Background: an optimization exercise with open tools, aiming at small area, a short achievable clock period and few clock cycles. Do not read the settings as production practice.
Function was checked by simulation only, so behaviour that the tests miss may differ from the original.

==> flow/design.v <==
`timescale 1ns / 1ps
module abs_diff_7(
    input [7:0] x,
    input [7:0] y,
    output [7:0] absdiff
    );
	 assign absdiff = (x>y) ? x-y : y-x;
endmodule
`timescale 1ns / 1ps
module abs_diff_9(
    input [9:0] x,
    input [9:0] y,
    output [9:0] absdiff
    );
	 assign absdiff = (x>y) ? x-y : y-x;
endmodule
`timescale 1ns / 1ps
module abs_val_8
    (input signed [8:0] v,
     output wire [7:0] absv);
     assign absv = (v[8] == 1) ? ((~v)+1) : v;
endmodule
`timescale 1ns / 1ps
module quadrant(
    input signed [8:0] x,
    input signed [8:0] y,
    output [1:0] q
    );
	 wire [1:0] x_p;
	 wire [1:0] x_n;
	 assign x_p = (y >= 0) ? 0 : 3;
	 assign x_n = (y >= 0) ? 1 : 2;
	 assign q = (x >= 0) ? x_p : x_n;
endmodule
`timescale 1ns / 1ps
module polar_to_cartesian
    (input [11:0] r_theta,  
     output reg signed [8:0] x_value,  
     output reg signed [8:0] y_value);
	parameter POS = 9'sb0_0000_0001;
	parameter NEG = 9'sb1_1111_1111;
   parameter ZERO = 9'sb0_0000_0000;
   wire [31:0] rsin_15deg;  
   wire [31:0] rsin_30deg;  
   wire [31:0] rsin_45deg;  
   wire [31:0] rsin_60deg;  
   wire [31:0] rsin_75deg;  
   assign rsin_15deg = (r_theta[7:0]*66) >> 8;  
   assign rsin_30deg = r_theta[7:0] >> 2;  
   assign rsin_45deg = (r_theta[7:0]*181) >> 8;             
   assign rsin_60deg = (r_theta[7:0]*222) >> 8;  
   assign rsin_75deg = (r_theta[7:0]*247) >> 8;
   always @(*) begin
      case (r_theta[11:8])
         4'h1: begin  
            x_value = POS*rsin_75deg[7:0]; 
            y_value = POS*rsin_15deg[7:0];
         end
         4'h2: begin  
            x_value = POS*rsin_60deg[7:0]; 
            y_value = POS*rsin_30deg[7:0];
         end
         4'h3: begin  
            x_value = POS*rsin_45deg[7:0]; 
            y_value = POS*rsin_45deg[7:0];
         end
         4'h4: begin  
            x_value = POS*rsin_30deg[7:0]; 
            y_value = POS*rsin_60deg[7:0];
         end
         4'h5: begin  
            x_value = POS*rsin_15deg[7:0]; 
            y_value = POS*rsin_75deg[7:0];
         end
         4'h6: begin  
            x_value = POS*ZERO; 
            y_value = POS*r_theta[7:0];
         end
         4'h7: begin  
            x_value = NEG*rsin_15deg[7:0]; 
            y_value = POS*rsin_75deg[7:0];
         end
         4'h8: begin  
            x_value = NEG*rsin_30deg[7:0]; 
            y_value = POS*rsin_60deg[7:0];
         end
         4'h9: begin  
            x_value = NEG*rsin_45deg[7:0]; 
            y_value = POS*rsin_45deg[7:0];
         end
         4'hA: begin  
            x_value = NEG*rsin_60deg[7:0]; 
            y_value = POS*rsin_30deg[7:0];
         end
         4'hB: begin  
            x_value = NEG*rsin_75deg[7:0]; 
            y_value = POS*rsin_15deg[7:0];
         end
         4'hC: begin  
            x_value = NEG*r_theta[7:0]; 
            y_value = ZERO;
         end
         default: begin  
            x_value = POS*r_theta[7:0]; 
            y_value = ZERO;
         end
      endcase
   end
endmodule
`timescale 1ns / 1ps
module calc_abs7rtan_00_75_15
    (input [7:0] r,
     output wire [7:0] abs7rtan_15,
     output wire [7:0] abs7rtan_30,
     output wire [7:0] abs7rtan_45,
     output wire [9:0] abs7rtan_60,
     output wire [9:0] abs7rtan_75);
		wire signed [31:0] rtan_15deg;  
		wire signed [31:0] rtan_30deg;  
		wire signed [31:0] rtan_60deg;  
		wire signed [31:0] rtan_75deg;  
		assign rtan_15deg = (r*16'sh0225) >>> 11;
		assign rtan_30deg = (r*16'sh024f) >>> 10;
		assign rtan_60deg = (r*16'sh0DDB) >>> 11;
		assign rtan_75deg = (r*16'sh1DDB) >>> 11;
		assign abs7rtan_15 = rtan_15deg[7:0];
		assign abs7rtan_30 = rtan_30deg[7:0];
		assign abs7rtan_45 = r;
		assign abs7rtan_60 = rtan_60deg[9:0];
		assign abs7rtan_75 = rtan_75deg[9:0];
endmodule
`timescale 1ns / 1ps
module find_min_5_vals_cascading(
    input [7:0] input1,
    input [7:0] input2,
    input [7:0] input3,
    input [7:0] input4,
    input [7:0] input5,
    output [2:0] output_index
    );
	wire comp1_2;
	wire comp2_3;
	wire comp3_4;
	wire comp4_5;
	assign comp1_2 = input1 >= input2;
	assign comp2_3 = input2 >= input3;
	assign comp3_4 = input3 >= input4;
	assign comp4_5 = input4 >= input5;
	wire is1;
	wire is5;
	wire is2;
	wire is4;
	assign is1 = ((!comp1_2) & (!comp2_3) & (!comp3_4) & (!comp4_5));
	assign is5 = (comp1_2 & comp2_3 & comp3_4 & comp4_5);
	assign is2 = ((!is1) & (!is5) & (!comp2_3) & (!comp3_4));
	assign is4 = ((!is1) & (!is5) & (comp2_3) & (comp3_4));
	assign output_index = is1 ? 3'h1 : (is5 ? 3'h5 : (is2 ? 3'h2 : (is4 ? 3'h4 : 3'h3)));
endmodule
`timescale 1ns / 1ps
module calc_r_y_theta(
   input [7:0] y,
   input [7:0] x,  
   input [3:0] theta,
   output reg [7:0] r);
   wire [31:0] r_15deg;  
   wire [31:0] r_30deg;  
   wire [31:0] r_45deg;  
   wire [31:0] r_60deg;  
   wire [31:0] r_75deg;  
   assign r_15deg = (y*989) >> 10;
   assign r_30deg = y >> 9;
   assign r_45deg = (y*362) >> 10;
   assign r_60deg = (y*296) >> 10;
   assign r_75deg = (y*265) >> 10;
   always @(*) begin
      case(theta)
         1: r = r_15deg[7:0];
         2: r = r_30deg[7:0];
         3: r = r_45deg[7:0];
         4: r = r_60deg[7:0];
         5: r = r_75deg[7:0];
         6: r = y;  
         default: r = x;  
      endcase
   end
endmodule
`timescale 1ns / 1ps
module orientation_math
    (input [11:0] r_theta_original,  
     input [11:0] r_theta_final,  
     input clock,
     input enable,
     input reset,
     output reg done,
     output reg [4:0] orientation);
	parameter DEG360 = 5'h18;
	parameter DEG180 = 5'h0C;
	parameter ERROR_FACTOR = 4;
	reg [3:0] state;
	parameter IDLE 			 	= 4'h0;
	parameter SHORTCUT_TEST		= 4'h1;
	parameter SHORTCUT_TEST_2	= 4'h2;
	parameter PTC					= 4'h3;
	parameter DELTAS				= 4'h4;
	parameter ABS_DELTA_QUAD 	= 4'h5;
	parameter DX_TAN				= 4'h6;
	parameter ABS_DIFF			= 4'h7;
	parameter BASE_ANGLE_CALC	= 4'h8;
	parameter CALC_ORIENTATION	= 4'h9;
	parameter REPORT			 	= 4'hF;
	reg [4:0] original_base_angle;
	reg [4:0] shortcut_quadrant_adjust;
	reg signed [8:0] x_original;
	reg signed [8:0] y_original;
	reg signed [8:0] x_final;
	reg signed [8:0] y_final;
	wire signed [8:0] x_original_t;
	wire signed [8:0] y_original_t;
	wire signed [8:0] x_final_t;
	wire signed [8:0] y_final_t;
	polar_to_cartesian ptc_original (.r_theta(r_theta_original),.x_value(x_original_t),.y_value(y_original_t));
	polar_to_cartesian ptc_final (.r_theta(r_theta_final),.x_value(x_final_t),.y_value(y_final_t));
	reg signed [8:0] delta_y;
	reg signed [8:0] delta_x;
	wire [7:0] abs_delta_x_t;
	wire [7:0] abs_delta_y_t;
	reg [7:0] abs_delta_x;
	reg [7:0] abs_delta_y;
	reg [1:0] quadrant;
	wire [1:0] quadrant_t;
	abs_val_8 absx (.v(delta_x),.absv(abs_delta_x_t));
	abs_val_8 absy (.v(delta_y),.absv(abs_delta_y_t));
	quadrant q1 (.x(delta_x),.y(delta_y),.q(quadrant_t));
	reg [7:0] abs_dx_tan15;
	reg [7:0] abs_dx_tan30;
	reg [7:0] abs_dx_tan45;
	reg [9:0] abs_dx_tan60;
	reg [9:0] abs_dx_tan75;
	wire [7:0] abs_dx_tan15_t;
	wire [7:0] abs_dx_tan30_t;
	wire [7:0] abs_dx_tan45_t;
	wire [9:0] abs_dx_tan60_t;
	wire [9:0] abs_dx_tan75_t;
	calc_abs7rtan_00_75_15 abstan(.r(abs_delta_x),.abs7rtan_15(abs_dx_tan15_t),
											 .abs7rtan_30(abs_dx_tan30_t),.abs7rtan_45(abs_dx_tan45_t),
											 .abs7rtan_60(abs_dx_tan60_t),.abs7rtan_75(abs_dx_tan75_t));
	reg [7:0] diff_15;
	reg [7:0] diff_30;
	reg [7:0] diff_45;
	reg [7:0] diff_60;
	reg [7:0] diff_75;
	wire [7:0] diff_15_t;
	wire [7:0] diff_30_t;
	wire [7:0] diff_45_t;
	wire [9:0] diff_60_t;
	wire [9:0] diff_75_t;
	abs_diff_7 abdiff15 (.y(abs_delta_y),.x(abs_dx_tan15),.absdiff(diff_15_t));
	abs_diff_7 abdiff30 (.y(abs_delta_y),.x(abs_dx_tan30),.absdiff(diff_30_t));
	abs_diff_7 abdiff45 (.y(abs_delta_y),.x(abs_dx_tan45),.absdiff(diff_45_t));
	abs_diff_9 abdiff60 (.y({2'b00,abs_delta_y}),.x(abs_dx_tan60),.absdiff(diff_60_t));
	abs_diff_9 abdiff75 (.y({2'b00,abs_delta_y}),.x(abs_dx_tan75),.absdiff(diff_75_t));
	reg [2:0] base_angle;
	wire [2:0] base_angle_t;
	find_min_5_vals_cascading min5( 	.input1(diff_15),.input2(diff_30),
												.input3(diff_45),.input4(diff_60),
												.input5(diff_75),.output_index(base_angle_t));
   always @(posedge clock) begin
      if (reset) begin
         state <= IDLE;
         done <= 0;
			orientation <= 5'h00;
      end
      else begin
         case(state)
				SHORTCUT_TEST: begin
					if (r_theta_original[11:8] == r_theta_final[11:8]) begin
						original_base_angle <= {1'b0,r_theta_original[11:8]};
						shortcut_quadrant_adjust <= (r_theta_final[7:0] >= r_theta_original[7:0]) ? 0 : 12;
						state <= SHORTCUT_TEST_2;
					end
					else begin
						state <= PTC;
					end
				end
				SHORTCUT_TEST_2: begin
					orientation <= original_base_angle + shortcut_quadrant_adjust;
					state <= REPORT;
				end
				PTC: begin
					x_original <= x_original_t;
					y_original <= y_original_t;
					x_final <= x_final_t;
					y_final <= y_final_t;
					state <= DELTAS;
				end
				DELTAS: begin
					delta_x <= x_final - x_original;
					delta_y <= y_final - y_original;
					state <= ABS_DELTA_QUAD;
				end
				ABS_DELTA_QUAD: begin
					abs_delta_x <= abs_delta_x_t;
					abs_delta_y <= abs_delta_y_t;
					quadrant <= quadrant_t;
					state <= DX_TAN;
				end
				DX_TAN: begin
					if (abs_delta_y <= ERROR_FACTOR) begin
						orientation <= 0 + (delta_x < 0 ? 12 : 0);
						state <= REPORT;
					end
					else if (abs_delta_x <= ERROR_FACTOR) begin
						orientation <= 6 + (delta_y < 0 ? 12 : 0);
						state <= REPORT;
					end
					else begin
						abs_dx_tan15 <= abs_dx_tan15_t;
						abs_dx_tan30 <= abs_dx_tan30_t;
						abs_dx_tan45 <= abs_dx_tan45_t;
						abs_dx_tan60 <= abs_dx_tan60_t;
						abs_dx_tan75 <= abs_dx_tan75_t;
						state <= ABS_DIFF;
					end
				end
				ABS_DIFF: begin
					diff_15 <= diff_15_t;
					diff_30 <= diff_30_t;
					diff_45 <= diff_45_t;
					diff_60 <= diff_60_t > 8'hFF ? 8'hFE : diff_60_t[7:0];  
					diff_75 <= diff_75_t > 8'hFF ? 8'hFF : diff_75_t[7:0];
					state <= BASE_ANGLE_CALC;
   			end
				BASE_ANGLE_CALC: begin
					base_angle <= base_angle_t;
					state <= CALC_ORIENTATION;
				end
				CALC_ORIENTATION: begin
					case(quadrant)
						1: orientation <= (DEG180 - base_angle);  
						2: orientation <= (DEG180 + base_angle);  
						3: orientation <= (DEG360 - base_angle);  
						default: orientation <= base_angle;  
					endcase
					state <= REPORT;
				end
				REPORT: begin
					done <= 1;
					state <= IDLE;
					if (orientation >= DEG360) begin
						orientation <= orientation - DEG360;
					end
				end
				default: begin
					if (enable) begin
						state <= SHORTCUT_TEST;
						done <= 0;
					end
				end
			endcase
		end
	end
endmodule
`timescale 1ns / 1ps
module path_math
    (input [11:0] location,  
     input [11:0] target,  
     input [4:0] current_orientation,  
     input clock,
     input enable,
     input reset,
     output reg done,
     output [4:0] needed_orientation,  
     output [11:0] move_command);  
   wire [7:0] xm_l, ym_l, xm_t, ym_t;
   wire       xs_l, xs_t;
   ptc_mag ptc_l (.r_theta(location), .xm(xm_l), .ym(ym_l), .xs(xs_l));
   ptc_mag ptc_t (.r_theta(target),   .xm(xm_t), .ym(ym_t), .xs(xs_t));
   wire       xsame = (xs_t == xs_l);
   wire [8:0] ex_t = {1'b0, xm_t} + ({1'b0, xm_l} ^ {9{xsame}}) + {8'd0, xsame};
   wire [8:0] dy_t = {1'b0, ym_t} - {1'b0, ym_l};
   reg [8:0] ex, dy;
   reg       exneg, busy;
   always @(posedge clock) begin
      ex <= ex_t;
      dy <= dy_t;
      exneg <= xs_t;
      busy <= enable & ~reset;
   end
   wire       ex_nz = |ex;
   wire       dxneg = exneg ? ((ex_nz & ~ex[8]) | (ex == 9'h100)) : ex[8];
   wire       dyneg = dy[8];
   wire [1:0] quad = {dyneg, dxneg ^ dyneg};  
   wire       sx = ex[8];
   wire       sy = dy[8];
   wire [7:0] ac = ex[7:0] ^ {8{sx}};
   wire [7:0] yc = dy[7:0] ^ {8{sy}};
   wire [7:0] y, a;
   pm_abs ab (.ac(ac), .sx(sx), .yc(yc), .sy(sy), .y(y), .a(a));
   wire ysmall = dy[8] ? (dy[7:0] >= 8'hFC) : (dy[7:0] <= 8'd4);
   wire asmall = ex[8] ? ((ex[7:0] >= 8'hFC) || (ex[7:0] == 8'h00)) : (ex[7:0] <= 8'd4);
   wire c12, c23, c34, c45;
   pm_compare cmp (.a(a), .y(y), .c12(c12), .c23(c23), .c34(c34), .c45(c45));
   wire       same = (location[11:8] == target[11:8]);
   wire [4:0] sum_s = {1'b0, location[11:8]} + ((target[7:0] >= location[7:0]) ? 5'd0 : 5'd12);
   wire [4:0] need_s_t = (sum_s >= 5'd24) ? sum_s - 5'd24 : sum_s;
   reg  [2:0] ba_s_t;
   always @(*) begin
      case (quad)
         2'd1: ba_s_t = 3'd4 - need_s_t[2:0];
         2'd2: ba_s_t = need_s_t[2:0] + 3'd4;
         2'd3: ba_s_t = 3'd0 - need_s_t[2:0];
         default: ba_s_t = need_s_t[2:0];
      endcase
   end
   wire use_a = same ? (ba_s_t == 3'd0 || ba_s_t == 3'd7) : ysmall;
   reg       r_c12, r_c23, r_c34, r_c45, r_ysmall, r_asmall, r_same;
   reg [1:0] r_quad;
   reg [4:0] need_s, cur;
   reg [7:0] ry;
   always @(posedge clock) begin
      if (reset) begin
         done <= 1'b0;
      end else if (busy) begin
         done <= 1'b1;
      end else if (enable) begin
         done <= 1'b0;
      end
      if (busy) begin
         r_c12 <= c12;
         r_c23 <= c23;
         r_c34 <= c34;
         r_c45 <= c45;
         r_ysmall <= ysmall;
         r_asmall <= asmall;
         r_same <= same;
         r_quad <= quad;
         need_s <= need_s_t;
         cur <= current_orientation;
         ry <= use_a ? a : y;
      end
   end
   wire is1 = ~r_c12 & ~r_c23 & ~r_c34 & ~r_c45;
   wire is5 = r_c12 & r_c23 & r_c34 & r_c45;
   wire is2 = ~is1 & ~is5 & ~r_c23 & ~r_c34;
   wire is4 = ~is1 & ~is5 & r_c23 & r_c34;
   wire [2:0] b = is1 ? 3'd1 : (is5 ? 3'd5 : (is2 ? 3'd2 : (is4 ? 3'd4 : 3'd3)));
   wire o_dyneg = r_quad[1];
   wire o_dxneg = r_quad[1] ^ r_quad[0];
   reg [4:0] need_n;
   always @(*) begin
      if (r_ysmall) need_n = o_dxneg ? 5'd12 : 5'd0;
      else if (r_asmall) need_n = o_dyneg ? 5'd18 : 5'd6;
      else case (r_quad)
         2'd1: need_n = 5'd12 - b;
         2'd2: need_n = 5'd12 + b;
         2'd3: need_n = 5'd24 - b;
         default: need_n = {2'b00, b};
      endcase
   end
   reg [2:0] ba_s;
   always @(*) begin
      case (r_quad)
         2'd1: ba_s = 3'd4 - need_s[2:0];
         2'd2: ba_s = need_s[2:0] + 3'd4;
         2'd3: ba_s = 3'd0 - need_s[2:0];
         default: ba_s = need_s[2:0];
      endcase
   end
   wire [4:0] need = r_same ? need_s : need_n;
   wire [2:0] ba = r_same ? ba_s : (r_ysmall ? 3'd0 : (r_asmall ? 3'd6 : b));
   wire [6:0] d1, d3, d4, d5;
   pm_distance dd (.y(ry), .d1(d1), .d3(d3), .d4(d4), .d5(d5));
   reg  [6:0]  dist_v;
   always @(*) begin
      case (ba)
         3'd1: dist_v = d1;
         3'd2: dist_v = 7'd0;
         3'd3: dist_v = d3;
         3'd4: dist_v = d4;
         3'd5: dist_v = d5;
         default: dist_v = ry[6:0];   
      endcase
   end
   wire [4:0] angle = need - cur + ((cur > need) ? 5'd24 : 5'd0);
   assign needed_orientation = need;
   assign move_command = {angle, dist_v};
endmodule
module ptc_mag
    (input [11:0] r_theta,
     output reg [7:0] xm,
     output reg [7:0] ym,
     output xs);
   wire [7:0] r = r_theta[7:0];
   wire [3:0] t = r_theta[11:8];
   wire [6:0] m15;                    
   wire [7:0] m30 = {2'b00, r[7:2]};
   wire [7:0] m45, m60, m75;          
   pm_ptc_products pp (.r(r), .m15(m15), .m45(m45), .m60(m60), .m75(m75));
   wire [2:0] k = (t <= 4'd6) ? t[2:0] : ((t <= 4'd12) ? 3'd4 - t[2:0] : 3'd0);
   assign xs = (t >= 4'd7) && (t <= 4'd12);
   always @(*) begin
      case (k)
        3'd1: begin xm = m75; ym = {1'b0, m15}; end
        3'd2: begin xm = m60; ym = m30; end
        3'd3: begin xm = m45; ym = m45; end
        3'd4: begin xm = m30; ym = m60; end
        3'd5: begin xm = {1'b0, m15}; ym = m75; end
        3'd6: begin xm = 8'd0; ym = r; end
        default: begin xm = r; ym = 8'd0; end
      endcase
   end
endmodule
module pm_ptc_products
   (input [7:0] r,
    output [6:0] m15,
    output [7:0] m45,
    output [7:0] m60,
    output [7:0] m75);
   wire p_1;
   wire p_2;
   wire p_3;
   wire p_4;
   wire p_5;
   wire p_6;
   wire p_7;
   wire p_8;
   wire p_9;
   wire p_10;
   wire p_11;
   wire p_12;
   wire p_13;
   wire p_14;
   wire p_15;
   wire p_16;
   wire p_17;
   wire p_18;
   wire p_19;
   wire p_20;
   wire p_21;
   wire p_22;
   wire p_23;
   wire p_24;
   wire p_25;
   wire p_26;
   wire p_27;
   wire p_28;
   wire p_29;
   wire p_30;
   wire p_31;
   wire p_32;
   wire p_33;
   wire p_34;
   wire p_35;
   wire p_36;
   wire p_37;
   wire p_38;
   wire p_40;
   wire p_41;
   wire p_42;
   wire p_43;
   wire p_44;
   wire p_45;
   wire p_46;
   wire p_47;
   wire p_48;
   wire p_49;
   wire p_50;
   wire p_51;
   wire p_52;
   wire p_53;
   wire p_54;
   wire p_55;
   wire p_56;
   wire p_57;
   wire p_58;
   wire p_59;
   wire p_60;
   wire p_61;
   wire p_62;
   wire p_63;
   wire p_64;
   wire p_65;
   wire p_66;
   wire p_67;
   wire p_68;
   wire p_69;
   wire p_70;
   wire p_71;
   wire p_73;
   wire p_74;
   wire p_75;
   wire p_76;
   wire p_77;
   wire p_78;
   wire p_79;
   wire p_80;
   wire p_81;
   wire p_82;
   wire p_83;
   wire p_84;
   wire p_85;
   wire p_86;
   wire p_87;
   wire p_88;
   wire p_89;
   wire p_90;
   wire p_91;
   wire p_92;
   wire p_93;
   wire p_94;
   wire p_95;
   wire p_96;
   wire p_97;
   wire p_98;
   wire p_99;
   wire p_100;
   wire p_101;
   wire p_102;
   wire p_103;
   wire p_104;
   wire [13:0] p_s0 = {1'b0, r[7], r[6], r[5], r[4], r[3], r[2], r[1], r[0], r[4], r[3], r[2], r[1], r[0]} + {1'b0, 1'b0, 1'b0, 1'b0, 1'b0, 1'b0, r[7], r[6], r[5], 1'b0, 1'b0, 1'b0, 1'b0, 1'b0};
   assign p_1 = r[7] ^ r[5];
   assign p_2 = r[7] & r[5];
   assign p_3 = r[6] ^ r[4];
   assign p_4 = r[6] & r[4];
   assign p_5 = r[7] ^ r[5];
   assign p_6 = r[7] & r[5];
   assign p_7 = r[5] ^ r[3];
   assign p_8 = r[5] & r[3];
   assign p_9 = r[6] ^ r[4] ^ r[2];
   assign p_10 = (r[6] & r[4]) | (r[6] & r[2]) | (r[4] & r[2]);
   assign p_11 = p_1 ^ r[3] ^ r[2];
   assign p_12 = (p_1 & r[3]) | (p_1 & r[2]) | (r[3] & r[2]);
   assign p_13 = p_3 ^ r[3] ^ r[1];
   assign p_14 = (p_3 & r[3]) | (p_3 & r[1]) | (r[3] & r[1]);
   assign p_15 = p_5 ^ r[4] ^ r[2];
   assign p_16 = (p_5 & r[4]) | (p_5 & r[2]) | (r[4] & r[2]);
   assign p_17 = r[6] ^ r[5] ^ r[3];
   assign p_18 = (r[6] & r[5]) | (r[6] & r[3]) | (r[5] & r[3]);
   assign p_19 = r[7] ^ r[6];
   assign p_20 = r[7] & r[6];
   assign p_21 = r[4] ^ r[2];
   assign p_22 = r[4] & r[2];
   assign p_23 = p_7 ^ r[1] ^ r[0];
   assign p_24 = (p_7 & r[1]) | (p_7 & r[0]) | (r[1] & r[0]);
   assign p_25 = p_9 ^ r[1] ^ p_8;
   assign p_26 = (p_9 & r[1]) | (p_9 & p_8) | (r[1] & p_8);
   assign p_27 = p_11 ^ r[0] ^ p_10;
   assign p_28 = (p_11 & r[0]) | (p_11 & p_10) | (r[0] & p_10);
   assign p_29 = p_13 ^ p_2 ^ p_12;
   assign p_30 = (p_13 & p_2) | (p_13 & p_12) | (p_2 & p_12);
   assign p_31 = p_15 ^ p_4 ^ p_14;
   assign p_32 = (p_15 & p_4) | (p_15 & p_14) | (p_4 & p_14);
   assign p_33 = p_17 ^ p_6 ^ p_16;
   assign p_34 = (p_17 & p_6) | (p_17 & p_16) | (p_6 & p_16);
   assign p_35 = p_19 ^ r[4] ^ p_18;
   assign p_36 = (p_19 & r[4]) | (p_19 & p_18) | (r[4] & p_18);
   assign p_37 = r[7] ^ r[5] ^ p_20;
   assign p_38 = (r[7] & r[5]) | (r[7] & p_20) | (r[5] & p_20);
   wire [15:0] p_s39 = {1'b0, r[7], r[6], p_37, p_35, p_33, p_31, p_29, p_27, p_25, p_23, p_21, r[3], r[2], r[1], r[0]} + {1'b0, 1'b0, p_38, p_36, p_34, p_32, p_30, p_28, p_26, p_24, p_22, r[0], r[1], r[0], 1'b0, 1'b0};
   assign p_40 = ~r[0];
   assign p_41 = ~r[1];
   assign p_42 = ~r[2];
   assign p_43 = ~r[3];
   assign p_44 = ~r[4];
   assign p_45 = ~r[0];
   assign p_46 = ~r[5];
   assign p_47 = ~r[1];
   assign p_48 = ~r[6];
   assign p_49 = ~r[2];
   assign p_50 = ~r[7];
   assign p_51 = ~r[3];
   assign p_52 = ~r[4];
   assign p_53 = ~r[5];
   assign p_54 = ~r[6];
   assign p_55 = ~r[7];
   assign p_56 = p_44 ^ p_45;
   assign p_57 = p_44 & p_45;
   assign p_58 = p_46 ^ p_47;
   assign p_59 = p_46 & p_47;
   assign p_60 = p_48 ^ p_49;
   assign p_61 = p_48 & p_49;
   assign p_62 = p_50 ^ p_51 ^ r[0];
   assign p_63 = (p_50 & p_51) | (p_50 & r[0]) | (p_51 & r[0]);
   assign p_64 = p_52 ^ r[1] ^ 1'b1;
   assign p_65 = (p_52 & r[1]) | (p_52 & 1'b1) | (r[1] & 1'b1);
   assign p_66 = p_53 ^ r[2] ^ 1'b1;
   assign p_67 = (p_53 & r[2]) | (p_53 & 1'b1) | (r[2] & 1'b1);
   assign p_68 = p_54 ^ r[3] ^ 1'b1;
   assign p_69 = (p_54 & r[3]) | (p_54 & 1'b1) | (r[3] & 1'b1);
   assign p_70 = p_55 ^ r[4] ^ 1'b1;
   assign p_71 = (p_55 & r[4]) | (p_55 & 1'b1) | (r[4] & 1'b1);
   wire [14:0] p_s72 = {r[7], r[6], r[5], p_70, p_68, p_66, p_64, p_62, p_60, p_58, p_56, p_43, p_42, p_41, p_40} + {1'b1, 1'b1, p_71, p_69, p_67, p_65, p_63, p_61, p_59, p_57, 1'b1, 1'b0, 1'b0, 1'b0, 1'b1};
   assign p_73 = ~r[0];
   assign p_74 = ~r[1];
   assign p_75 = ~r[2];
   assign p_76 = ~r[3];
   assign p_77 = ~r[0];
   assign p_78 = ~r[4];
   assign p_79 = ~r[1];
   assign p_80 = ~r[5];
   assign p_81 = ~r[2];
   assign p_82 = ~r[6];
   assign p_83 = ~r[3];
   assign p_84 = ~r[7];
   assign p_85 = ~r[4];
   assign p_86 = ~r[5];
   assign p_87 = ~r[6];
   assign p_88 = ~r[7];
   assign p_89 = p_76 ^ p_77;
   assign p_90 = p_76 & p_77;
   assign p_91 = p_78 ^ p_79;
   assign p_92 = p_78 & p_79;
   assign p_93 = p_80 ^ p_81;
   assign p_94 = p_80 & p_81;
   assign p_95 = p_82 ^ p_83;
   assign p_96 = p_82 & p_83;
   assign p_97 = p_84 ^ p_85;
   assign p_98 = p_84 & p_85;
   assign p_99 = p_86 ^ r[0] ^ 1'b1;
   assign p_100 = (p_86 & r[0]) | (p_86 & 1'b1) | (r[0] & 1'b1);
   assign p_101 = p_87 ^ r[1] ^ 1'b1;
   assign p_102 = (p_87 & r[1]) | (p_87 & 1'b1) | (r[1] & 1'b1);
   assign p_103 = p_88 ^ r[2] ^ 1'b1;
   assign p_104 = (p_88 & r[2]) | (p_88 & 1'b1) | (r[2] & 1'b1);
   wire [15:0] p_s105 = {r[7], r[6], r[5], r[4], r[3], p_103, p_101, p_99, p_97, p_95, p_93, p_91, p_89, p_75, p_74, p_73} + {1'b1, 1'b1, 1'b1, 1'b1, p_104, p_102, p_100, p_98, p_96, p_94, p_92, p_90, 1'b1, 1'b0, 1'b0, 1'b1};
   assign m15 = {p_s0[13], p_s0[12], p_s0[11], p_s0[10], p_s0[9], p_s0[8], p_s0[7]};
   assign m45 = {p_s39[15], p_s39[14], p_s39[13], p_s39[12], p_s39[11], p_s39[10], p_s39[9], p_s39[8]};
   assign m60 = {p_s72[14], p_s72[13], p_s72[12], p_s72[11], p_s72[10], p_s72[9], p_s72[8], p_s72[7]};
   assign m75 = {p_s105[15], p_s105[14], p_s105[13], p_s105[12], p_s105[11], p_s105[10], p_s105[9], p_s105[8]};
endmodule
module pm_compare
   (input [7:0] a,
    input [7:0] y,
    output c12,
    output c23,
    output c34,
    output c45);
   wire c_0;
   wire c_1;
   wire c_2;
   wire c_3;
   wire c_4;
   wire c_5;
   wire c_6;
   wire c_7;
   wire c_8;
   wire c_9;
   wire c_10;
   wire c_11;
   wire c_12;
   wire c_13;
   wire c_14;
   wire c_15;
   wire c_17;
   wire c_18;
   wire c_19;
   wire c_20;
   wire c_21;
   wire c_22;
   wire c_23;
   wire c_24;
   wire c_25;
   wire c_26;
   wire c_27;
   wire c_28;
   wire c_29;
   wire c_30;
   wire c_31;
   wire c_32;
   wire c_33;
   wire c_34;
   wire c_35;
   wire c_36;
   wire c_37;
   wire c_38;
   wire c_39;
   wire c_40;
   wire c_41;
   wire c_42;
   wire c_43;
   wire c_44;
   wire c_45;
   wire c_46;
   wire c_47;
   wire c_48;
   wire c_49;
   wire c_50;
   wire c_51;
   wire c_52;
   wire c_53;
   wire c_54;
   wire c_55;
   wire c_56;
   wire c_58;
   wire c_59;
   wire c_60;
   wire c_61;
   wire c_62;
   wire c_63;
   wire c_64;
   wire c_66;
   wire c_67;
   wire c_68;
   wire c_69;
   wire c_70;
   wire c_71;
   wire c_72;
   wire c_73;
   wire c_74;
   wire c_75;
   wire c_76;
   wire c_77;
   wire c_78;
   wire c_79;
   wire c_80;
   wire c_81;
   wire c_82;
   wire c_83;
   wire c_84;
   wire c_85;
   wire c_86;
   wire c_87;
   wire c_88;
   wire c_89;
   wire c_90;
   wire c_91;
   wire c_92;
   wire c_93;
   wire c_94;
   wire c_95;
   wire c_96;
   wire c_98;
   wire c_99;
   wire c_100;
   wire c_101;
   wire c_102;
   wire c_103;
   wire c_104;
   wire c_105;
   wire c_107;
   wire c_108;
   wire c_109;
   wire c_110;
   wire c_111;
   wire c_112;
   wire c_113;
   wire c_114;
   wire c_115;
   wire c_116;
   wire c_117;
   wire c_118;
   wire c_119;
   wire c_120;
   wire c_121;
   wire c_122;
   wire c_123;
   wire c_124;
   wire c_125;
   wire c_126;
   wire c_127;
   wire c_128;
   wire c_129;
   wire c_130;
   wire c_131;
   wire c_132;
   wire c_133;
   wire c_134;
   wire c_135;
   wire c_136;
   wire c_137;
   wire c_139;
   wire c_140;
   wire c_141;
   wire c_142;
   wire c_143;
   wire c_144;
   wire c_145;
   wire c_146;
   wire c_147;
   wire c_148;
   wire c_149;
   wire c_150;
   wire c_151;
   wire c_152;
   wire c_153;
   wire c_154;
   wire c_155;
   wire c_156;
   wire c_157;
   wire c_158;
   wire c_159;
   wire c_160;
   wire c_161;
   wire c_162;
   wire c_163;
   wire c_164;
   wire c_165;
   wire c_166;
   wire c_167;
   wire c_168;
   wire c_169;
   wire c_170;
   wire c_172;
   wire c_173;
   wire c_174;
   wire c_175;
   wire c_176;
   wire c_177;
   wire c_178;
   wire c_179;
   wire c_180;
   wire c_181;
   wire c_182;
   wire c_184;
   wire c_185;
   wire c_186;
   wire c_187;
   wire c_188;
   wire c_189;
   wire c_190;
   wire c_191;
   wire c_192;
   wire c_193;
   wire c_194;
   wire c_195;
   wire c_196;
   wire c_197;
   wire c_198;
   wire c_199;
   wire c_200;
   wire c_201;
   wire c_202;
   wire c_203;
   wire c_204;
   wire c_205;
   wire c_206;
   wire c_207;
   wire c_208;
   wire c_209;
   wire c_210;
   wire c_212;
   wire c_213;
   wire c_214;
   wire c_215;
   wire c_216;
   wire c_217;
   wire c_218;
   wire c_219;
   assign c_0 = a[5] ^ a[3];
   assign c_1 = a[5] & a[3];
   assign c_2 = a[6] ^ a[4] ^ a[1];
   assign c_3 = (a[6] & a[4]) | (a[6] & a[1]) | (a[4] & a[1]);
   assign c_4 = a[7] ^ a[5] ^ a[2];
   assign c_5 = (a[7] & a[5]) | (a[7] & a[2]) | (a[5] & a[2]);
   assign c_6 = a[6] ^ a[3];
   assign c_7 = a[6] & a[3];
   assign c_8 = a[7] ^ a[4] ^ a[0];
   assign c_9 = (a[7] & a[4]) | (a[7] & a[0]) | (a[4] & a[0]);
   assign c_10 = a[5] ^ a[1];
   assign c_11 = a[5] & a[1];
   assign c_12 = a[6] ^ a[2];
   assign c_13 = a[6] & a[2];
   assign c_14 = a[7] ^ a[3];
   assign c_15 = a[7] & a[3];
   wire [17:0] c_s16 = {1'b0, a[7], a[6], a[5], a[4], c_14, c_12, c_10, c_8, c_6, c_4, c_2, c_0, a[4], a[3], a[2], a[1], a[0]} + {1'b0, 1'b0, 1'b0, 1'b0, c_15, c_13, c_11, c_9, c_7, c_5, c_3, c_1, a[0], a[2], a[1], a[0], 1'b0, 1'b0};
   assign c_17 = ~a[0];
   assign c_18 = ~a[1];
   assign c_19 = ~a[2];
   assign c_20 = ~a[3];
   assign c_21 = ~a[4];
   assign c_22 = ~a[5];
   assign c_23 = ~a[6];
   assign c_24 = ~a[7];
   assign c_25 = a[5] ^ a[3];
   assign c_26 = a[5] & a[3];
   assign c_27 = a[6] ^ a[4] ^ a[1];
   assign c_28 = (a[6] & a[4]) | (a[6] & a[1]) | (a[4] & a[1]);
   assign c_29 = a[7] ^ a[5] ^ a[2];
   assign c_30 = (a[7] & a[5]) | (a[7] & a[2]) | (a[5] & a[2]);
   assign c_31 = a[6] ^ a[3];
   assign c_32 = a[6] & a[3];
   assign c_33 = a[7] ^ a[4];
   assign c_34 = a[7] & a[4];
   assign c_35 = c_23 ^ a[2];
   assign c_36 = c_23 & a[2];
   assign c_37 = c_24 ^ a[3] ^ a[1];
   assign c_38 = (c_24 & a[3]) | (c_24 & a[1]) | (a[3] & a[1]);
   assign c_39 = a[4] ^ a[2] ^ 1'b1;
   assign c_40 = (a[4] & a[2]) | (a[4] & 1'b1) | (a[2] & 1'b1);
   assign c_41 = c_25 ^ a[0] ^ 1'b1;
   assign c_42 = (c_25 & a[0]) | (c_25 & 1'b1) | (a[0] & 1'b1);
   assign c_43 = c_27 ^ 1'b1 ^ c_26;
   assign c_44 = (c_27 & 1'b1) | (c_27 & c_26) | (1'b1 & c_26);
   assign c_45 = c_29 ^ 1'b1 ^ c_28;
   assign c_46 = (c_29 & 1'b1) | (c_29 & c_28) | (1'b1 & c_28);
   assign c_47 = c_31 ^ 1'b1 ^ c_30;
   assign c_48 = (c_31 & 1'b1) | (c_31 & c_30) | (1'b1 & c_30);
   assign c_49 = c_33 ^ 1'b1 ^ c_32;
   assign c_50 = (c_33 & 1'b1) | (c_33 & c_32) | (1'b1 & c_32);
   assign c_51 = a[5] ^ 1'b1 ^ c_34;
   assign c_52 = (a[5] & 1'b1) | (a[5] & c_34) | (1'b1 & c_34);
   assign c_53 = a[6] ^ 1'b1;
   assign c_54 = a[6] & 1'b1;
   assign c_55 = a[7] ^ 1'b1;
   assign c_56 = a[7] & 1'b1;
   wire [17:0] c_s57 = {1'b1, c_55, c_53, c_51, c_49, c_47, c_45, c_43, c_41, c_39, c_37, c_35, c_22, c_21, c_20, c_19, c_18, c_17} + {c_56, c_54, c_52, c_50, c_48, c_46, c_44, c_42, c_40, c_38, c_36, a[0], a[1], a[0], 1'b0, 1'b0, 1'b0, 1'b1};
   assign c_58 = ~c_s16[11];
   assign c_59 = ~c_s16[12];
   assign c_60 = ~c_s16[13];
   assign c_61 = ~c_s16[14];
   assign c_62 = ~c_s16[15];
   assign c_63 = ~c_s16[16];
   assign c_64 = ~c_s16[17];
   wire [9:0] c_s65 = {1'b1, a[7], a[6], a[5], a[4], a[3], a[2], a[1], a[0], c_58} + {1'b0, 1'b1, 1'b1, c_64, c_63, c_62, c_61, c_60, c_59, 1'b1};
   assign c_66 = ~a[0];
   assign c_67 = ~c_s16[11];
   assign c_68 = ~a[1];
   assign c_69 = ~c_s16[12];
   assign c_70 = ~a[2];
   assign c_71 = ~c_s16[13];
   assign c_72 = ~a[3];
   assign c_73 = ~c_s16[14];
   assign c_74 = ~a[4];
   assign c_75 = ~c_s16[15];
   assign c_76 = ~a[5];
   assign c_77 = ~c_s16[16];
   assign c_78 = ~a[6];
   assign c_79 = ~c_s16[17];
   assign c_80 = ~a[7];
   assign c_81 = c_66 ^ c_67;
   assign c_82 = c_66 & c_67;
   assign c_83 = c_68 ^ c_69;
   assign c_84 = c_68 & c_69;
   assign c_85 = c_70 ^ a[0] ^ c_71;
   assign c_86 = (c_70 & a[0]) | (c_70 & c_71) | (a[0] & c_71);
   assign c_87 = c_72 ^ a[1] ^ c_73;
   assign c_88 = (c_72 & a[1]) | (c_72 & c_73) | (a[1] & c_73);
   assign c_89 = c_74 ^ a[2] ^ c_75;
   assign c_90 = (c_74 & a[2]) | (c_74 & c_75) | (a[2] & c_75);
   assign c_91 = c_76 ^ a[3] ^ c_77;
   assign c_92 = (c_76 & a[3]) | (c_76 & c_77) | (a[3] & c_77);
   assign c_93 = c_78 ^ a[4] ^ c_79;
   assign c_94 = (c_78 & a[4]) | (c_78 & c_79) | (a[4] & c_79);
   assign c_95 = c_80 ^ a[5] ^ 1'b1;
   assign c_96 = (c_80 & a[5]) | (c_80 & 1'b1) | (a[5] & 1'b1);
   wire [10:0] c_s97 = {1'b1, a[7], a[6], c_95, c_93, c_91, c_89, c_87, c_85, c_83, c_81} + {1'b0, 1'b1, c_96, c_94, c_92, c_90, c_88, c_86, c_84, c_82, 1'b1};
   assign c_98 = ~c_s57[10];
   assign c_99 = ~c_s57[11];
   assign c_100 = ~c_s57[12];
   assign c_101 = ~c_s57[13];
   assign c_102 = ~c_s57[14];
   assign c_103 = ~c_s57[15];
   assign c_104 = ~c_s57[16];
   assign c_105 = ~c_s57[17];
   wire [10:0] c_s106 = {1'b1, 1'b1, y[7], y[6], y[5], y[4], y[3], y[2], y[1], y[0], c_98} + {1'b0, 1'b0, 1'b1, c_105, c_104, c_103, c_102, c_101, c_100, c_99, 1'b1};
   assign c_107 = ~c_s16[11];
   assign c_108 = ~c_s16[12];
   assign c_109 = ~c_s16[13];
   assign c_110 = ~c_s16[14];
   assign c_111 = ~c_s16[15];
   assign c_112 = ~c_s16[16];
   assign c_113 = ~c_s16[17];
   assign c_114 = c_s106[0] ^ c_107;
   assign c_115 = c_s106[0] & c_107;
   assign c_116 = c_s106[1] ^ c_108;
   assign c_117 = c_s106[1] & c_108;
   assign c_118 = c_s106[2] ^ c_109;
   assign c_119 = c_s106[2] & c_109;
   assign c_120 = c_s106[3] ^ c_110;
   assign c_121 = c_s106[3] & c_110;
   assign c_122 = c_s106[4] ^ c_111;
   assign c_123 = c_s106[4] & c_111;
   assign c_124 = c_s106[5] ^ c_112;
   assign c_125 = c_s106[5] & c_112;
   assign c_126 = c_s106[6] ^ c_113;
   assign c_127 = c_s106[6] & c_113;
   assign c_128 = c_s106[7] ^ 1'b1;
   assign c_129 = c_s106[7] & 1'b1;
   assign c_130 = c_s106[8] ^ 1'b1;
   assign c_131 = c_s106[8] & 1'b1;
   assign c_132 = c_s106[9] ^ 1'b1;
   assign c_133 = c_s106[9] & 1'b1;
   assign c_134 = c_s106[10] ^ 1'b1;
   assign c_135 = c_s106[10] & 1'b1;
   assign c_136 = c_s106[10] ^ 1'b1;
   assign c_137 = c_s106[10] & 1'b1;
   wire [11:0] c_s138 = {c_136, c_134, c_132, c_130, c_128, c_126, c_124, c_122, c_120, c_118, c_116, c_114} + {c_135, c_133, c_131, c_129, c_127, c_125, c_123, c_121, c_119, c_117, c_115, 1'b1};
   assign c_139 = ~a[0];
   assign c_140 = ~a[1];
   assign c_141 = ~a[2];
   assign c_142 = ~a[3];
   assign c_143 = ~a[4];
   assign c_144 = ~a[5];
   assign c_145 = ~a[6];
   assign c_146 = ~a[7];
   assign c_147 = c_s106[0] ^ c_139;
   assign c_148 = c_s106[0] & c_139;
   assign c_149 = c_s106[1] ^ c_140;
   assign c_150 = c_s106[1] & c_140;
   assign c_151 = c_s106[2] ^ c_141;
   assign c_152 = c_s106[2] & c_141;
   assign c_153 = c_s106[3] ^ c_142;
   assign c_154 = c_s106[3] & c_142;
   assign c_155 = c_s106[4] ^ c_143;
   assign c_156 = c_s106[4] & c_143;
   assign c_157 = c_s106[5] ^ c_144;
   assign c_158 = c_s106[5] & c_144;
   assign c_159 = c_s106[6] ^ c_145;
   assign c_160 = c_s106[6] & c_145;
   assign c_161 = c_s106[7] ^ c_146;
   assign c_162 = c_s106[7] & c_146;
   assign c_163 = c_s106[8] ^ 1'b1;
   assign c_164 = c_s106[8] & 1'b1;
   assign c_165 = c_s106[9] ^ 1'b1;
   assign c_166 = c_s106[9] & 1'b1;
   assign c_167 = c_s106[10] ^ 1'b1;
   assign c_168 = c_s106[10] & 1'b1;
   assign c_169 = c_s106[10] ^ 1'b1;
   assign c_170 = c_s106[10] & 1'b1;
   wire [11:0] c_s171 = {c_169, c_167, c_165, c_163, c_161, c_159, c_157, c_155, c_153, c_151, c_149, c_147} + {c_168, c_166, c_164, c_162, c_160, c_158, c_156, c_154, c_152, c_150, c_148, 1'b1};
   assign c_172 = ~c_s97[0];
   assign c_173 = ~c_s97[1];
   assign c_174 = ~c_s97[2];
   assign c_175 = ~c_s97[3];
   assign c_176 = ~c_s97[4];
   assign c_177 = ~c_s97[5];
   assign c_178 = ~c_s97[6];
   assign c_179 = ~c_s97[7];
   assign c_180 = ~c_s97[8];
   assign c_181 = ~c_s97[9];
   assign c_182 = ~c_s97[10];
   wire [11:0] c_s183 = {1'b1, c_182, c_181, y[7], y[6], y[5], y[4], y[3], y[2], y[1], y[0], c_172} + {1'b0, 1'b0, 1'b0, c_180, c_179, c_178, c_177, c_176, c_175, c_174, c_173, 1'b1};
   assign c_184 = ~c_s97[0];
   assign c_185 = ~c_s97[1];
   assign c_186 = ~c_s97[2];
   assign c_187 = ~c_s97[3];
   assign c_188 = ~c_s97[4];
   assign c_189 = ~c_s97[5];
   assign c_190 = ~c_s97[6];
   assign c_191 = ~c_s97[7];
   assign c_192 = ~c_s97[8];
   assign c_193 = ~c_s97[9];
   assign c_194 = ~c_s97[10];
   assign c_195 = y[0] ^ c_184;
   assign c_196 = y[0] & c_184;
   assign c_197 = y[1] ^ c_185;
   assign c_198 = y[1] & c_185;
   assign c_199 = y[2] ^ c_186;
   assign c_200 = y[2] & c_186;
   assign c_201 = y[3] ^ c_187;
   assign c_202 = y[3] & c_187;
   assign c_203 = y[4] ^ c_188;
   assign c_204 = y[4] & c_188;
   assign c_205 = y[5] ^ c_189;
   assign c_206 = y[5] & c_189;
   assign c_207 = y[6] ^ c_190;
   assign c_208 = y[6] & c_190;
   assign c_209 = y[7] ^ c_191;
   assign c_210 = y[7] & c_191;
   wire [11:0] c_s211 = {1'b1, c_194, c_193, c_192, c_209, c_207, c_205, c_203, c_201, c_199, c_197, c_195} + {1'b0, 1'b0, 1'b0, c_210, c_208, c_206, c_204, c_202, c_200, c_198, c_196, 1'b1};
   assign c_212 = c_s65[0] ^ y[0];
   assign c_213 = c_s65[1] ^ y[1];
   assign c_214 = c_s65[2] ^ y[2];
   assign c_215 = c_s65[3] ^ y[3];
   assign c_216 = c_s65[4] ^ y[4];
   assign c_217 = c_s65[5] ^ y[5];
   assign c_218 = c_s65[6] ^ y[6];
   assign c_219 = c_s65[7] ^ y[7];
   assign c12 = ~c_s138[11];
   assign c23 = ~c_s171[11];
   assign c34 = ~c_s183[11];
   assign c45 = ~c_s211[11] | (~c_s65[9] & c_s65[8] & ~(c_212 | c_213 | c_214 | c_215 | c_216 | c_217 | c_218 | c_219));
endmodule
module pm_distance
   (input [7:0] y,
    output [6:0] d1,
    output [6:0] d3,
    output [6:0] d4,
    output [6:0] d5);
   wire q_1;
   wire q_2;
   wire q_3;
   wire q_4;
   wire q_5;
   wire q_6;
   wire q_7;
   wire q_8;
   wire q_9;
   wire q_10;
   wire q_11;
   wire q_12;
   wire q_13;
   wire q_14;
   wire q_15;
   wire q_16;
   wire q_17;
   wire q_18;
   wire q_19;
   wire q_20;
   wire q_21;
   wire q_22;
   wire q_23;
   wire q_24;
   wire q_26;
   wire q_27;
   wire q_28;
   wire q_29;
   wire q_30;
   wire q_31;
   wire q_32;
   wire q_33;
   wire q_34;
   wire q_35;
   wire q_36;
   wire q_37;
   wire q_38;
   wire q_39;
   wire q_40;
   wire q_41;
   wire q_42;
   wire q_43;
   wire q_44;
   wire q_45;
   wire [11:0] q_s0 = {1'b0, y[7], y[6], y[5], y[4], y[3], y[2], y[1], y[0], y[2], y[1], y[0]} + {1'b0, 1'b0, 1'b0, 1'b0, y[7], y[6], y[5], y[4], y[3], 1'b0, 1'b0, 1'b0};
   assign q_1 = ~q_s0[0];
   assign q_2 = ~q_s0[1];
   assign q_3 = ~q_s0[2];
   assign q_4 = ~q_s0[3];
   assign q_5 = ~q_s0[4];
   assign q_6 = ~q_s0[5];
   assign q_7 = ~q_s0[6];
   assign q_8 = ~q_s0[7];
   assign q_9 = ~q_s0[8];
   assign q_10 = ~q_s0[9];
   assign q_11 = ~q_s0[10];
   assign q_12 = ~q_s0[11];
   assign q_13 = q_1 ^ y[2];
   assign q_14 = q_1 & y[2];
   assign q_15 = q_2 ^ y[3];
   assign q_16 = q_2 & y[3];
   assign q_17 = q_3 ^ y[4];
   assign q_18 = q_3 & y[4];
   assign q_19 = q_4 ^ y[5];
   assign q_20 = q_4 & y[5];
   assign q_21 = q_5 ^ y[6];
   assign q_22 = q_5 & y[6];
   assign q_23 = q_6 ^ y[7];
   assign q_24 = q_6 & y[7];
   wire [16:0] q_s25 = {y[6], y[5], y[4], y[3], y[2], y[1], y[0], q_8, q_7, q_23, q_21, q_19, q_17, q_15, q_13, y[1], y[0]} + {1'b1, 1'b1, 1'b1, q_12, q_11, q_10, q_9, 1'b0, q_24, q_22, q_20, q_18, q_16, q_14, 1'b1, 1'b0, 1'b0};
   assign q_26 = q_s0[0] ^ q_s0[2];
   assign q_27 = q_s0[0] & q_s0[2];
   assign q_28 = q_s0[1] ^ q_s0[3] ^ y[5];
   assign q_29 = (q_s0[1] & q_s0[3]) | (q_s0[1] & y[5]) | (q_s0[3] & y[5]);
   assign q_30 = q_s0[2] ^ q_s0[4] ^ y[6];
   assign q_31 = (q_s0[2] & q_s0[4]) | (q_s0[2] & y[6]) | (q_s0[4] & y[6]);
   assign q_32 = q_s0[3] ^ q_s0[5] ^ y[7];
   assign q_33 = (q_s0[3] & q_s0[5]) | (q_s0[3] & y[7]) | (q_s0[5] & y[7]);
   assign q_34 = q_s0[4] ^ q_s0[6];
   assign q_35 = q_s0[4] & q_s0[6];
   assign q_36 = q_s0[5] ^ q_s0[7];
   assign q_37 = q_s0[5] & q_s0[7];
   assign q_38 = q_s0[6] ^ q_s0[8];
   assign q_39 = q_s0[6] & q_s0[8];
   assign q_40 = q_s0[7] ^ q_s0[9];
   assign q_41 = q_s0[7] & q_s0[9];
   assign q_42 = q_s0[8] ^ q_s0[10];
   assign q_43 = q_s0[8] & q_s0[10];
   assign q_44 = q_s0[9] ^ q_s0[11];
   assign q_45 = q_s0[9] & q_s0[11];
   wire [15:0] q_s46 = {q_s0[11], q_s0[10], q_44, q_42, q_40, q_38, q_36, q_34, q_32, q_30, q_28, q_26, q_s0[1], q_s0[0], y[1], y[0]} + {1'b0, q_45, q_43, q_41, q_39, q_37, q_35, q_33, q_31, q_29, q_27, y[4], y[3], y[2], 1'b0, 1'b0};
   wire [13:0] q_s47 = {q_s0[11], q_s0[10], q_s0[9], q_s0[8], q_s0[7], q_s0[6], q_s0[5], q_s0[4], q_s0[3], q_s0[2], q_s0[1], q_s0[0], y[1], y[0]} + {1'b0, 1'b0, 1'b0, 1'b0, 1'b0, 1'b0, y[7], y[6], y[5], y[4], y[3], y[2], 1'b0, 1'b0};
   wire [16:0] q_s48 = {1'b0, y[7], y[6], y[5], y[4], y[3], y[2], y[1], y[0], q_s0[7], q_s0[6], q_s0[5], q_s0[4], q_s0[3], q_s0[2], q_s0[1], q_s0[0]} + {1'b0, 1'b0, 1'b0, 1'b0, 1'b0, q_s0[11], q_s0[10], q_s0[9], q_s0[8], 1'b0, 1'b0, 1'b0, 1'b0, 1'b0, 1'b0, 1'b0, 1'b0};
   assign d1 = {q_s25[16], q_s25[15], q_s25[14], q_s25[13], q_s25[12], q_s25[11], q_s25[10]};
   assign d3 = {q_s46[15], q_s46[14], q_s46[13], q_s46[12], q_s46[11], q_s46[10], q_s46[9]};
   assign d4 = {q_s47[13], q_s47[12], q_s47[11], q_s47[10], q_s47[9], q_s47[8], q_s47[7]};
   assign d5 = {q_s48[16], q_s48[15], q_s48[14], q_s48[13], q_s48[12], q_s48[11], q_s48[10]};
endmodule
module pm_abs
   (input [7:0] ac,
    input sx,
    input [7:0] yc,
    input sy,
    output [7:0] y,
    output [7:0] a);
   wire [7:0] i_s0 = {yc[7], yc[6], yc[5], yc[4], yc[3], yc[2], yc[1], yc[0]} + {1'b0, 1'b0, 1'b0, 1'b0, 1'b0, 1'b0, 1'b0, sy};
   wire [7:0] i_s1 = {ac[7], ac[6], ac[5], ac[4], ac[3], ac[2], ac[1], ac[0]} + {1'b0, 1'b0, 1'b0, 1'b0, 1'b0, 1'b0, 1'b0, sx};
   assign y = {i_s0[7], i_s0[6], i_s0[5], i_s0[4], i_s0[3], i_s0[2], i_s0[1], i_s0[0]};
   assign a = {i_s1[7], i_s1[6], i_s1[5], i_s1[4], i_s1[3], i_s1[2], i_s1[1], i_s1[0]};
endmodule
==> flow/run.sh <==
#!/bin/bash
# synth_recipe.tcl (not shown) runs the flow's synth.tcl, then flattens the netlist and writes it again
# the make line also repeats each setting of config.mk as NAME=value (left out here)
make -C /OpenROAD-flow-scripts/flow DESIGN_CONFIG=/design/flow/config.mk WORK_HOME=/design/flow/orfs CLKGATE_MAP_FILE= SYNTH_SCRIPT=/design/flow/synth_recipe.tcl finish
==> flow/config.mk <==
export PLATFORM = sky130hd
export DESIGN_NAME = path_math
export DESIGN_NICKNAME = path_math
export VERILOG_FILES = /design/flow/design.v
export SDC_FILE = /design/flow/constraint.sdc
export NUM_CORES = 4
export LEC_CHECK = 0
export CAP_MARGIN = 5
export CORE_MARGIN = 2
export CORE_UTILIZATION = 40
export SETUP_SLACK_MARGIN = 4
export SLEW_MARGIN = 5
==> flow/constraint.sdc <==
create_clock -name core_clock -period 12.0 [get_ports {clock}]
set_input_delay 2.4000 -clock core_clock [delete_from_list [all_inputs] [get_ports {clock}]]
set_output_delay 2.4000 -clock core_clock [all_outputs]
set_load 0.01 [all_outputs]
==> results of run 1 <==
-- flip-flops by register name, indices dropped and copies added, names as in the netlist, 2 cells and up --
name and flops:
dy 9, ex 9, ry 8, cur 5, need_s 5, r_quad 2
-- critical path, cell delays in order, from the launching register on --
cell	delay (ps)
sky130_fd_sc_hd__edfxtp_1	430
sky130_fd_sc_hd__ha_1	270
sky130_fd_sc_hd__inv_1	80
sky130_fd_sc_hd__ha_1	320
sky130_fd_sc_hd__xor2_1	150
sky130_fd_sc_hd__o21ai_0	80
sky130_fd_sc_hd__a21oi_1	90
sky130_fd_sc_hd__a311o_1	330
sky130_fd_sc_hd__a221oi_1	300
sky130_fd_sc_hd__a21oi_1	150
sky130_fd_sc_hd__ha_2	420
sky130_fd_sc_hd__o21a_1	130
sky130_fd_sc_hd__o21ai_0	70
sky130_fd_sc_hd__nand2b_1	80
sky130_fd_sc_hd__a21oi_1	80
sky130_fd_sc_hd__a31oi_2	220
sky130_fd_sc_hd__fa_1	460
sky130_fd_sc_hd__ha_1	330
sky130_fd_sc_hd__a21oi_1	170
sky130_fd_sc_hd__xnor2_1	150
sky130_fd_sc_hd__xnor2_1	140
sky130_fd_sc_hd__clkdlybuf4s50_1	570
-- cell type report --
type | count | area share [%]
multi-input cells | 1503 | 77.3
clock buffers | 7 | 1.13
repair buffers | 79 | 4.74
inverters | 210 | 5.12
flip-flops and latches | 48 | 7.98
clock inverters | 1 | 0.0566
well taps | 455 | 3.68
-- cells by family (layout without fill, tap and decap cells) --
kind of cell | after synthesis | count (layout) | share of synthesized area (%)
compound gates | 505 | 505 | 22.6
flops | 48 | 48 | 8.72
xor+xnor | 154 | 154 | 9.66
fa+ha+maj | 369 | 369 | 34.9
mux | 9 | 9 | 0.683
simple gates | 466 | 466 | 16.5
buf+inv | 254 | 297 | 6.91
-- worst min path at each step --
| stage | endpoint | slack (ps) | depth (start not counted) |
|---|---|---|---|
| 3_5_place_dp | done | 480 | 2 |
| 4_1_cts | done | 500 | 2 |
| 2_1_floorplan | done | 530 | 2 |
| 3_3_place_gp | done | 470 | 2 |
| 5_1_grt | done | 540 | 2 |
| 6_report | done | 500 | 2 |
-- layout by cell type, fill, tap and decap left out, drive strengths merged, types with 30 or more instances in the layout --
| cell type | n |
|---|---|
| nand2 | 107 |
| xor2 | 54 |
| nor3 | 48 |
| inv | 206 |
| nor2 | 122 |
| a21o | 39 |
| xnor2 | 100 |
| fa | 42 |
| ha | 324 |
| o21ai | 134 |
| clkdlybuf4s50 | 42 |
| nand2b | 35 |
| buf | 30 |
| a21oi | 154 |
-- per-stage QoR --
step / hold WS, ps / area [µm²] / setup slack (ps) / cells
floorplan: 525 / 14100 / 5220 / 1805
global placement: 472 / 15100 / 3830 / 2281
CTS: 500 / 15300 / 4050 / 2289
detailed placement: 484 / 15100 / 3630 / 2281
finish: 503 / 15500 / 4290 / 2303
global route: 541 / 15500 / 4010 / 2303
-- what timing repair did --
item                                   4_1_cts  5_1_grt
resized for setup                            1       20
setup buffers                                0       14
setup endpoints to repair                    1       12
gates cloned                                 0        0
endpoints found under the hold margin        0        0
pin swaps                                    0        1
-- metal layers --
layer / GRT usage, % / share of wire (%)
met5: 0 / 0
met4: 5.56 / 2.2
met3: 1.75 / 4.0
met2: 36.4 / 48
met1: 27.3 / 46
==> metrics.md, run 1 <==
| Metric | Value |
|---|---|
| Outcome | finished clean |
| DRT Wirelength | 38,200 µm |
| CP Launch Type | register |
| Total overflow reported by the global router | 0 |
| Number of clock buffers inserted by TritonCTS | 5 |
| Overall die area | 36,800 µm² |
| Capturing element of the worst setup path | move_command[11] |
| Number of buffers inserted for hold repair after clock tree synthesis | 0 |
| Port buffer count | 49 |
| Endpoint of the most critical register-to-register path | r_c23 |
| Number of vias per cell | 5.65 |
| Type of the most critical hold path | register to register |
| Min-delay src | done |
| Initial antenna violation count | 0 |
| First-pass iteration count of the detailed router | 5 |
| Final TNS setup | 0 ps |
| Via count | 13,010 |
| Post-synthesis async set-or-reset flop share | 0% |
| Total of fill cells in the finished design | 3,472 |
| Final critical path time including I/O delays and setup | 7710 ps |
| Wire length of the first global-routing pass | 62,500 µm |
| Max-cap viol count | 0 |
| Mean area per synthesized cell | 7.82 µm² |
| Most area-hungry cell type in the Yosys netlist | sky130_fd_sc_hd__ha_1 |
| Number of diodes added for antenna fixing | 0 |
| Reg2reg setup slack | 4540 ps |
| Maximum fanout count along the critical path | 5 |
| Average wire per cell in the routed design | 16.6 µm |
| Effective utilization at floorplan | 40.8% |
| Clock tree from TritonCTS | done |
| Layout cells sized above 1 | 4.27% |
| Setup Skew | 4.42 ps |
| Worst Reg2Reg Path Length in Cells | 34 |
| Die boundary width | 192 µm |
| Maximum operating frequency | 130 MHz |
| Number of enable flip-flop cells after synthesis | 27 |
| Htree depth | 2 |
| Dominant cells by area after synthesis | sky130_fd_sc_hd__ha_1, sky130_fd_sc_hd__xnor2_1, sky130_fd_sc_hd__fa_1 |
| Post-layout nets | 2,245 |
| Clk buf depth | 2 |
| Vertical extent of the die | 192 µm |
| Startpoint of the most critical setup path | r_quad[1] |
| Clk sink count | 48 |
| Unrepaired setup endpoints after global routing | no |
| Part of the cycle the worst path needs | 64.2% |
| Sequential cell area fraction in the yosys report | 8.72% |
| Data required time at the worst endpoint | 9600 ps |
| Floorplan core area | 34,600 µm² |
| Setup violators final | 0 |
| Arrival time at the worst endpoint | 5310 ps |
| Clock latency reported for the late side of the worst-skew pair | 290 ps |
| Layout Area Growth over Synthesis | 9.60% |
| Most frequent cell after synthesis | sky130_fd_sc_hd__ha_1 |
| Number of global-route vias before repair | 12,422 |
| Number of routed nets with antenna violations | 0 |
| Post-synthesis cell area | 14,100 µm² |
| Row count | 68 |
| Post-detailed-placement half-perimeter wirelength | 30,900 µm |
| Post-Route Utilization | 44.7% |
| Number of nets produced by synthesis | 2,203 |
| Number of flip-flops and latches in the synthesized netlist | 48 |
| Worst-case headroom to the max-slew limit | 22.5% |
| Area of the multi-input gates | 12,000 µm² |
| CTS root buffer | sky130_fd_sc_hd__clkbuf_16 |
| Start of the worst register-to-register path | ex[8] |
| Top post-synthesis cells by count | sky130_fd_sc_hd__ha_1, sky130_fd_sc_hd__inv_1, sky130_fd_sc_hd__a21oi_1 |
| FF+latch area | 1230 µm² |
| Type of element capturing the critical path | primary output |
| Warnings, synthesis | 2 |
| Final hold vios | 0 |
| Global-route total usage across every layer | 20.8% |
| Type of the setup path with the least slack | register to primary output |
| Final GP Congestion | 0.949 |
| Number of remaining DRC errors | 0 |
| Maximum number of pins on one net before global-route repair | 29 |
| Ports | 50 |
| Most used flip-flop cell after synthesis | sky130_fd_sc_hd__edfxtp_1 |
| Max Slew Vio Count | 0 |
| Clock Pin Slew Worst Setup and Hold Paths | 70 ps |
| Gate Count Post-Synth | 1,805 |
| Share of Yosys cell area claimed by the top area cell type | 28.7% |
| Tightest Pin Transition | 1160 ps |
| Number of distinct library cells after synthesis | 89 |
| Initial DRC Count | 773 |
Testbench counts, summed over its fixed seeds: cycles 32,000.
==> inputs of run 2 (changes only) <==
==> flow/flow/run.sh (new file) <==
#!/bin/bash
set -euo pipefail
sed -E 's/SETUP_SLACK_MARGIN=[0-9.]+/SETUP_SLACK_MARGIN=6.5/' standard.sh > standard_margin.sh
bash standard_margin.sh > orfs_make.log 2>&1
==> flow/standard.sh (new file) <==
#!/bin/bash
# synth_recipe.tcl (not shown) runs the flow's synth.tcl, then flattens the netlist and writes it again
# the make line also repeats each setting of config.mk as NAME=value (left out here)
make -C /OpenROAD-flow-scripts/flow DESIGN_CONFIG=/design/flow/config.mk WORK_HOME=/design/flow/orfs CLKGATE_MAP_FILE= SYNTH_SCRIPT=/design/flow/synth_recipe.tcl "${@:-finish}"
--- a/flow/config.mk
+++ b/flow/config.mk
@@ -10,3 +10,3 @@
 export CORE_UTILIZATION = 40
-export SETUP_SLACK_MARGIN = 4
+export SETUP_SLACK_MARGIN = 5
 export SLEW_MARGIN = 5
removed: flow/run.sh
==> run 2 against run 1 <==
Compared with the run above:
- still clean on timing, DRC and antenna
- via count grew 6.4%
- critical path depth rose by 3
- synthesized cell count did not move
- sequential cell count unchanged
- final area up 21%
- die area stayed put
- first-iteration DRC count up 14%
- critical endpoint is now dy[8]
==> metrics.md, run 2 <==
| Metric | Value |
|---|---|
| Clk sink count | 48 |
| Htree depth | 2 |
| Layout Area Growth over Synthesis | 32.2% |
| Number of diodes added for antenna fixing | 0 |
| Min-delay src | done |
| Dominant cells by area after synthesis | sky130_fd_sc_hd__ha_1, sky130_fd_sc_hd__xnor2_1, sky130_fd_sc_hd__fa_1 |
| Number of flip-flops and latches in the synthesized netlist | 48 |
| Total overflow reported by the global router | 0 |
| Adder-cell share of the synthesized area | 34.9% |
| Warnings, synthesis | 2 |
| Row count | 68 |
| Top post-synthesis cells by count | sky130_fd_sc_hd__ha_1, sky130_fd_sc_hd__inv_1, sky130_fd_sc_hd__a21oi_1 |
| Number of remaining DRC errors | 0 |
| Most frequent cells in the layout | sky130_fd_sc_hd__ha_1, sky130_fd_sc_hd__inv_1, sky130_fd_sc_hd__buf_4 |
| Post-detailed-placement half-perimeter wirelength | 31,200 µm |
| Number of nets produced by synthesis | 2,203 |
| Layout cells sized above 1 | 27.1% |
| Part of the cycle the worst path needs | 55.9% |
| Crit path setup slack, layout | 5290 ps |
| Most frequent cell after synthesis | sky130_fd_sc_hd__ha_1 |
| Outcome | finished clean |
| Multiplexer share of the synthesized area | 0.683% |
| Data required time at the worst endpoint | 12,220 ps |
| Global-route total usage across every layer | 22.6% |
| Total of fill cells in the finished design | 3,187 |
| Arrival time at the worst endpoint | 6930 ps |
| Share of Yosys cell area claimed by the top area cell type | 28.7% |
| Number of buffers inserted for hold repair after clock tree synthesis | 0 |
| Type of element capturing the critical path | register |
| Number of global-route vias before repair | 13,214 |
| Max Slew Vio Count | 0 |
| Post-layout nets | 2,401 |
| Number of clock buffers inserted by TritonCTS | 5 |
| Post-synthesis cell area | 14,100 µm² |
| CP Launch Type | primary input |
| Overall die area | 36,800 µm² |
| DRT Wirelength | 43,000 µm |
| Number of routed nets with antenna violations | 0 |
| Worst-case headroom to the max-slew limit | 23.2% |
| Dominant combinational cell family by area after synthesis | adder cells |
| Post-synthesis compound-gate area fraction | 22.6% |
| Maximum operating frequency | 149 MHz |
| Largest registers | dy x9, ex x9, ry x8 |
| Number of distinct library cells after synthesis | 89 |
run 2: cell counts after synthesis:
No cell type changed its count.
run 2: per-layer routing:
layer  track usage [%]  wire length [µm]  vias to the layer above
li1                  -                 -                     6829
met4              4.76               809                        0
met5                 0                 0                        -
met2              41.0             21800                      345
met1              29.5             18700                     6604
met3              1.35              1690                       65
run 2: kinds of logic (layout without fill, tap and decap cells):
logic type,count (synthesis),in the layout
buffers and inverters,254,453
multiplexers,9,9
adder cells (fa/ha/maj),369,369
AND/OR/NAND/NOR,466,466
AO/OA/AOI/OAI,505,505
flip-flops,48,48
XOR/XNOR,154,154
run 2: worst paths after layout:
kind                              end  slack (ps)  depth (start not counted)
worst max-delay path            dy[8]        5290                         24
worst max register to register  r_c45        5680                         34
worst min-delay path             done         500                          2
worst min register to register   done         500                          2
run 2: worst max-delay path, stage by stage:
cell                        delay (ps)
sky130_fd_sc_hd__buf_6              90
sky130_fd_sc_hd__buf_8             110
sky130_fd_sc_hd__ha_4              270
sky130_fd_sc_hd__inv_4              30
sky130_fd_sc_hd__fa_1              480
sky130_fd_sc_hd__inv_2              40
sky130_fd_sc_hd__fa_1              560
sky130_fd_sc_hd__ha_4              220
sky130_fd_sc_hd__a21o_1            180
sky130_fd_sc_hd__o21ai_2           210
sky130_fd_sc_hd__nand2b_1          130
sky130_fd_sc_hd__a21oi_2           150
sky130_fd_sc_hd__xor2_1            180
sky130_fd_sc_hd__nor2_2             70
sky130_fd_sc_hd__buf_6             150
sky130_fd_sc_hd__a2111oi_4         290
sky130_fd_sc_hd__ha_1              320
sky130_fd_sc_hd__nor2b_4           140
sky130_fd_sc_hd__o21ai_2           100
sky130_fd_sc_hd__nand2b_1           80
sky130_fd_sc_hd__a21o_1            200
sky130_fd_sc_hd__a21o_1            210
sky130_fd_sc_hd__a21o_1            190
sky130_fd_sc_hd__a21oi_2           120
run 2: timing repair:
| action | CTS | global route |
|---|---|---|
| setup endpoints to repair | 42 | 42 |
| pin swaps | 135 | 144 |
| resized for setup | 299 | 143 |
| setup buffers | 123 | 46 |
| gates cloned | 0 | 1 |
run 2: final cells by class:
class                           instances  area (µm²)  area share (%)
Multi-Input combinational cell       1503       13800            74.1
Timing Repair Buffer                  235        2030            10.9
Sequential cell                        48        1250            6.71
Inverter                              210         847            4.54
Tap cell                              455         569            3.05
Clock buffer                            7         133           0.711
Clock inverter                          1        5.00          0.0268
run 2: stage by stage:
step	area, µm²	hold WS, ps	utilization (%)	instances
finish	18700	503	53.9	2459
global route	18700	581	53.9	2459
CTS	17600	504	50.8	2412
detailed placement	15600	490	45.1	2281
global placement	15600	472	45.1	2281
floorplan	14600	525	-	1805

## static timing again, ports no longer ideal
The results above use ideal ports. As a check the final layouts listed here were re-extracted and re-timed, cells and wires unchanged. Step 1, drivers: a clkbuf_16 drives clock and a buf_2 each remaining input, both assumed. Step 2 times the ports against the registers' clock, not the clock port: input delays grow and output delays shrink by t, the midpoint of the rising clock arrivals with the driver on. Slacks: no drivers / after step 1 / after step 2; pairs: no drivers / after step 1.
run | shift t [ns] | setup slack, ns | worst setup path after step 2 | slew at the worst register clock pin (ns) | cell pins on the clock port's net
run 1 | 0.327 | 4.291 / 4.250 / 4.034 | input to register | 0.07 / 0.07 | 1
run 2 | 0.319 | 5.286 / 5.293 / 4.974 | input to register | 0.06 / 0.06 | 1
After both steps setup and hold are still met in every run listed. For run 2, which loses most, drivers alone change the setup slack by +0.007 ns; drivers and shift together by -0.312 ns.
